Background: an optimization exercise with open tools, aiming at small area, a short achievable clock period and few clock cycles per item. Do not read the settings as production practice. Only simulation tests tie the RTL to the original design; equivalence was not proved. Power figures rest on the tool's default switching activity, not on a simulated workload.

Setup of before:
==> flow/design.v (excerpt) <==
module DES_ECB (Clk, Reset, Start, X, KEY, OUT, RDY);
   input         Clk;
   input         Reset;
   input         Start;
   input  [63:0] X, KEY;
   output [63:0] OUT;
   output        RDY;
   reg [31:0] L, R;       
   reg [55:0] CD;         
   reg [3:0]  cnt;        
   reg        idle;
   wire       busy = ~idle;
   assign RDY = idle;
   wire [63:0] RL = {R, L};
   assign OUT = {RL[24], RL[56], RL[16], RL[48], RL[8], RL[40], RL[0], RL[32], RL[25], RL[57], RL[17], RL[49], RL[9], RL[41], RL[1], RL[33], RL[26], RL[58], RL[18], RL[50], RL[10], RL[42], RL[2], RL[34], RL[27], RL[59], RL[19], RL[51], RL[11], RL[43], RL[3], RL[35], RL[28], RL[60], RL[20], RL[52], RL[12], RL[44], RL[4], RL[36], RL[29], RL[61], RL[21], RL[53], RL[13], RL[45], RL[5], RL[37], RL[30], RL[62], RL[22], RL[54], RL[14], RL[46], RL[6], RL[38], RL[31], RL[63], RL[23], RL[55], RL[15], RL[47], RL[7], RL[39]};
  ...
For scale: about 1,300 cells after synthesis, ~8800 um^2 of cells after synthesis.
clock: 6.0 ns
lec_check: 0
cap_margin: 20
core_margin: 2
core_utilization: 55
cts_buf_list: sky130_fd_sc_hd__clkbuf_4 sky130_fd_sc_hd__clkbuf_8
setup_slack_margin: 3.8
slew_margin: 20
standard.sh (not shown) runs the stock make flow with config.mk's settings and CLKGATE_MAP_FILE= SYNTH_SCRIPT=/design/flow/synth_recipe.tcl, a recipe that flattens the netlist after the stock synthesis.
==> flow/flow/run.sh <==
#!/bin/bash
# Own layout flow: the standard synthesis, then the combinational logic is
# re-mapped with an area-oriented ABC script (flip-flops and their names are kept),
# then the standard layout from floorplan to finish on the re-mapped netlist.
set -uo pipefail
W=$(pwd)
F=$W/flow
LIB=$FLOW_HOME/platforms/$FLOW_PLATFORM/lib/sky130_fd_sc_hd__tt_025C_1v80.lib
R=$W/orfs/results/$FLOW_PLATFORM/DES_ECB/base

bash standard.sh synth > $W/std_synth.log 2>&1 || { echo "standard synth failed"; exit 1; }
cp $R/1_2_yosys.v $W/netlist_std.v

# functional models of the library's combinational cells, for techmap
yosys -p "read_liberty -ignore_miss_func $LIB; delete sky130_fd_sc_hd__*df* sky130_fd_sc_hd__*dl* sky130_fd_sc_hd__lpflow_inputisolatch_1 sky130_fd_sc_hd__*probe*; write_verilog -noattr $W/combcells.v" > $W/combcells.log 2>&1 || { echo "cell models failed"; exit 1; }

REMAP_CELLS=$W/combcells.v REMAP_LIB=$LIB REMAP_IN=$W/netlist_std.v REMAP_TOP=$FLOW_TOP \
REMAP_DONT_USE="$(cat $F/dont_use.txt)" REMAP_ABC=$F/remap.abc REMAP_OUT=$W/netlist_remap.v \
REMAP_STAT=$W/remap_stat.txt yosys -c $F/remap.tcl > $W/remap.log 2>&1 || { echo "remap failed"; exit 1; }

cp $W/netlist_remap.v $R/1_2_yosys.v
rm -f $R/1_synth.odb
export BUFFER_PORTS_ARGS="-buffer_cell sky130_fd_sc_hd__buf_1"
bash standard.sh > $W/std_layout.log 2>&1 || { echo "layout failed"; tail -20 $W/std_layout.log; exit 1; }
Other scripts of this flow, unchanged in this note and not shown: flow/flow/dont_use.txt, flow/flow/remap.abc, flow/flow/remap.tcl
Testbench counts of before, summed over its fixed seeds: cycles 8,704, items 512.
The following lists how after was set up differently from before:
diff --git a/flow/config.mk b/flow/config.mk
--- a/flow/config.mk
+++ b/flow/config.mk
@@ -11,3 +11,3 @@
 export CTS_BUF_LIST = sky130_fd_sc_hd__clkbuf_4 sky130_fd_sc_hd__clkbuf_8
-export SETUP_SLACK_MARGIN = 3.8
+export SETUP_SLACK_MARGIN = 3.65
 export SLEW_MARGIN = 20
Iteration-0 DRC count of the detailed router: after better than before. Area of the multi-input gates: after vs before down 390 um^2. after vs before — minimum clock period after layout rose 0.071 ns. The critical path endpoint comes out OUT[36] in one run and RDY in the other, namely in after and before respectively. Compared with before, in after utilization after layout went down by 9.9 points; fill cell total of the finished layout went up by 254. Compared to before, the routing of after uses less wire.

========
== run A ==
DES_ECB, a different RTL version from the one above (not shown whole).
For scale: about 200 I/O pins.
Settings: LEC_CHECK=0, CAP_MARGIN=20, CORE_MARGIN=2, CORE_UTILIZATION=55, CTS_BUF_LIST=sky130_fd_sc_hd__clkbuf_4 sky130_fd_sc_hd__clkbuf_8, SETUP_SLACK_MARGIN=3.65, SLEW_MARGIN=20; clock period 6.0 ns.
==> flow/flow/dont_use.txt <==
 sky130_fd_sc_hd__probe_p_8 sky130_fd_sc_hd__probec_p_8 sky130_fd_sc_hd__lpflow_bleeder_1 sky130_fd_sc_hd__lpflow_clkbufkapwr_1 sky130_fd_sc_hd__lpflow_clkbufkapwr_16 sky130_fd_sc_hd__lpflow_clkbufkapwr_2 sky130_fd_sc_hd__lpflow_clkbufkapwr_4 sky130_fd_sc_hd__lpflow_clkbufkapwr_8 sky130_fd_sc_hd__lpflow_clkinvkapwr_1 sky130_fd_sc_hd__lpflow_clkinvkapwr_16 sky130_fd_sc_hd__lpflow_clkinvkapwr_2 sky130_fd_sc_hd__lpflow_clkinvkapwr_4 sky130_fd_sc_hd__lpflow_clkinvkapwr_8 sky130_fd_sc_hd__lpflow_decapkapwr_12 sky130_fd_sc_hd__lpflow_decapkapwr_3 sky130_fd_sc_hd__lpflow_decapkapwr_4 sky130_fd_sc_hd__lpflow_decapkapwr_6 sky130_fd_sc_hd__lpflow_decapkapwr_8 sky130_fd_sc_hd__lpflow_inputiso0n_1 sky130_fd_sc_hd__lpflow_inputiso0p_1 sky130_fd_sc_hd__lpflow_inputiso1n_1 sky130_fd_sc_hd__lpflow_inputiso1p_1 sky130_fd_sc_hd__lpflow_inputisolatch_1 sky130_fd_sc_hd__lpflow_isobufsrc_1 sky130_fd_sc_hd__lpflow_isobufsrc_16 sky130_fd_sc_hd__lpflow_isobufsrc_2 sky130_fd_sc_hd__lpflow_isobufsrc_4 sky130_fd_sc_hd__lpflow_isobufsrc_8 sky130_fd_sc_hd__lpflow_isobufsrckapwr_16 sky130_fd_sc_hd__lpflow_lsbuf_lh_hl_isowell_tap_1 sky130_fd_sc_hd__lpflow_lsbuf_lh_hl_isowell_tap_2 sky130_fd_sc_hd__lpflow_lsbuf_lh_hl_isowell_tap_4 sky130_fd_sc_hd__lpflow_lsbuf_lh_isowell_4 sky130_fd_sc_hd__lpflow_lsbuf_lh_isowell_tap_1 sky130_fd_sc_hd__lpflow_lsbuf_lh_isowell_tap_2 sky130_fd_sc_hd__lpflow_lsbuf_lh_isowell_tap_4
==> flow/flow/remap.abc <==
strash
dch -f
map -a
mfs2 -a
strash
dch -f
map -a
mfs2 -a
strash
dch -f
map -a
mfs2 -a
strash
dch -f
map -B 0.5
topo
==> flow/flow/remap.tcl <==
# Re-map the combinational logic of a mapped netlist with an area-oriented ABC script.
# Flip-flops (and their instance names) are kept as they are.
yosys -import
set lib $::env(REMAP_LIB)
read_liberty -lib $lib
read_verilog $::env(REMAP_IN)
hierarchy -top $::env(REMAP_TOP)
techmap -map $::env(REMAP_CELLS)
techmap
opt -fast
opt_clean -purge
set du {}
foreach c $::env(REMAP_DONT_USE) { lappend du -dont_use $c }
abc -script $::env(REMAP_ABC) -liberty $lib {*}$du
opt_clean -purge
hilomap -singleton -hicell sky130_fd_sc_hd__conb_1 HI -locell sky130_fd_sc_hd__conb_1 LO
insbuf -buf sky130_fd_sc_hd__buf_4 A X
splitnets
opt_clean -purge
tee -o $::env(REMAP_STAT) stat -liberty $lib
check -assert -mapped
write_verilog -noattr -nohex -nodec $::env(REMAP_OUT)
Scripts as last shown in full above: flow/flow/run.sh
Testbench counts of run A, summed over its fixed seeds: cycles 8,704, items 512.
diff inputs: run A => run B
# run A
export LEC_CHECK = 0
export CAP_MARGIN = 20
export CORE_MARGIN = 2
export CORE_UTILIZATION = 55
export CTS_BUF_LIST = sky130_fd_sc_hd__clkbuf_4 sky130_fd_sc_hd__clkbuf_8
export SETUP_SLACK_MARGIN = 3.65
export SLEW_MARGIN = 20
create_clock -name core_clock -period 6.0 [get_ports {Clk}]
# run B
export LEC_CHECK = 0
export CAP_MARGIN = 20
export CORE_MARGIN = 2
export CORE_UTILIZATION = 55
export CTS_BUF_LIST = sky130_fd_sc_hd__clkbuf_4 sky130_fd_sc_hd__clkbuf_8
export SETUP_SLACK_MARGIN = 3.3
export SLEW_MARGIN = 20
create_clock -name core_clock -period 6.0 [get_ports {Clk}]
--- a/flow/flow/remap.abc
+++ b/flow/flow/remap.abc
@@ -13,4 +13,4 @@
 strash
 dch -f
-map -B 0.5
+map -B 0.2
 topo
Notes after the runs:
Run B completed end to end with timing, DRC and antenna clean.
Relative to run A, via count has increased by 5.4% in run B.
Diff run B and run A: routed wirelength normalized by instance count lower in run A
Compared with run A, die area in run B increased slightly.
Edits applied to the flow inputs when going from run B to run C:
# run B
export LEC_CHECK = 0
export CAP_MARGIN = 20
export CORE_MARGIN = 2
export CORE_UTILIZATION = 55
export CTS_BUF_LIST = sky130_fd_sc_hd__clkbuf_4 sky130_fd_sc_hd__clkbuf_8
export SETUP_SLACK_MARGIN = 3.3
export SLEW_MARGIN = 20
create_clock -name core_clock -period 6.0 [get_ports {Clk}]
# run C
export LEC_CHECK = 0
export CAP_MARGIN = 20
export CORE_MARGIN = 2
export CORE_UTILIZATION = 55
export CTS_BUF_LIST = sky130_fd_sc_hd__clkbuf_4 sky130_fd_sc_hd__clkbuf_8
export SETUP_SLACK_MARGIN = 3.55
export SLEW_MARGIN = 20
create_clock -name core_clock -period 6.0 [get_ports {Clk}]
--- a/flow/flow/remap.abc
+++ b/flow/flow/remap.abc
@@ -13,4 +13,13 @@
 strash
 dch -f
-map -B 0.2
+map -a
+mfs2 -a
+strash
+dch -f
+map -a
+mfs2 -a
+strash
+dch -f
+map -a
 topo
+stime -c
## What came out
- Run C vs run B, critical path's slowest cell: sky130_fd_sc_hd__dfxtp_4 vs sky130_fd_sc_hd__dfxtp_1
- Run C against run B: fmax grew by 25 MHz, total global-route track usage shrank by 2.9 points, logic gate share of total power grew by 5.0 points, met3 usage shrank by 0.49 points.
- The origin of the worst setup path comes out busy$_SDFFE_PP0P_ in one run and R[16]$_DFF_P_ in the other, namely in run B and run C respectively.

[what the ideal ports hide]
Ports are ideal in the flow. The routed layouts listed here were re-timed in OpenROAD.
Step 1 (the two cells are an assumption about what drives the block):
set clk [get_ports {Clk}]
set_driving_cell -lib_cell sky130_fd_sc_hd__clkbuf_16 $clk
set_driving_cell -lib_cell sky130_fd_sc_hd__buf_2 [delete_from_list [all_inputs] $clk]
Step 2 times the ports against the registers' clock, not the clock port: input delays grow and output delays shrink by t, the midpoint of the rising clock arrivals with the driver on.
a / b / c = ideal ports / drivers / drivers and shift; a / b = the first two.
run	t (ns)	setup slack, ns	worst hold slack (ns)	pins driven straight from the clock port
before	0.493	3.729 / 3.691 / 3.405	0.485 / 0.485 / 0.485	1
after	0.494	3.658 / 3.619 / 3.308	0.485 / 0.485 / 0.485	1
run A	0.501	3.600 / 3.558 / 3.314	0.461 / 0.461 / 0.461	1
run B	0.494	3.450 / 3.409 / 3.136	0.463 / 0.463 / 0.463	1
run C	0.484	3.605 / 3.594 / 3.202	0.447 / 0.447 / 0.447	1
After both steps every run listed still meets setup and hold. The setup slack of run C, which loses most, moves by -0.011 ns with the drivers and by -0.403 ns with both steps.
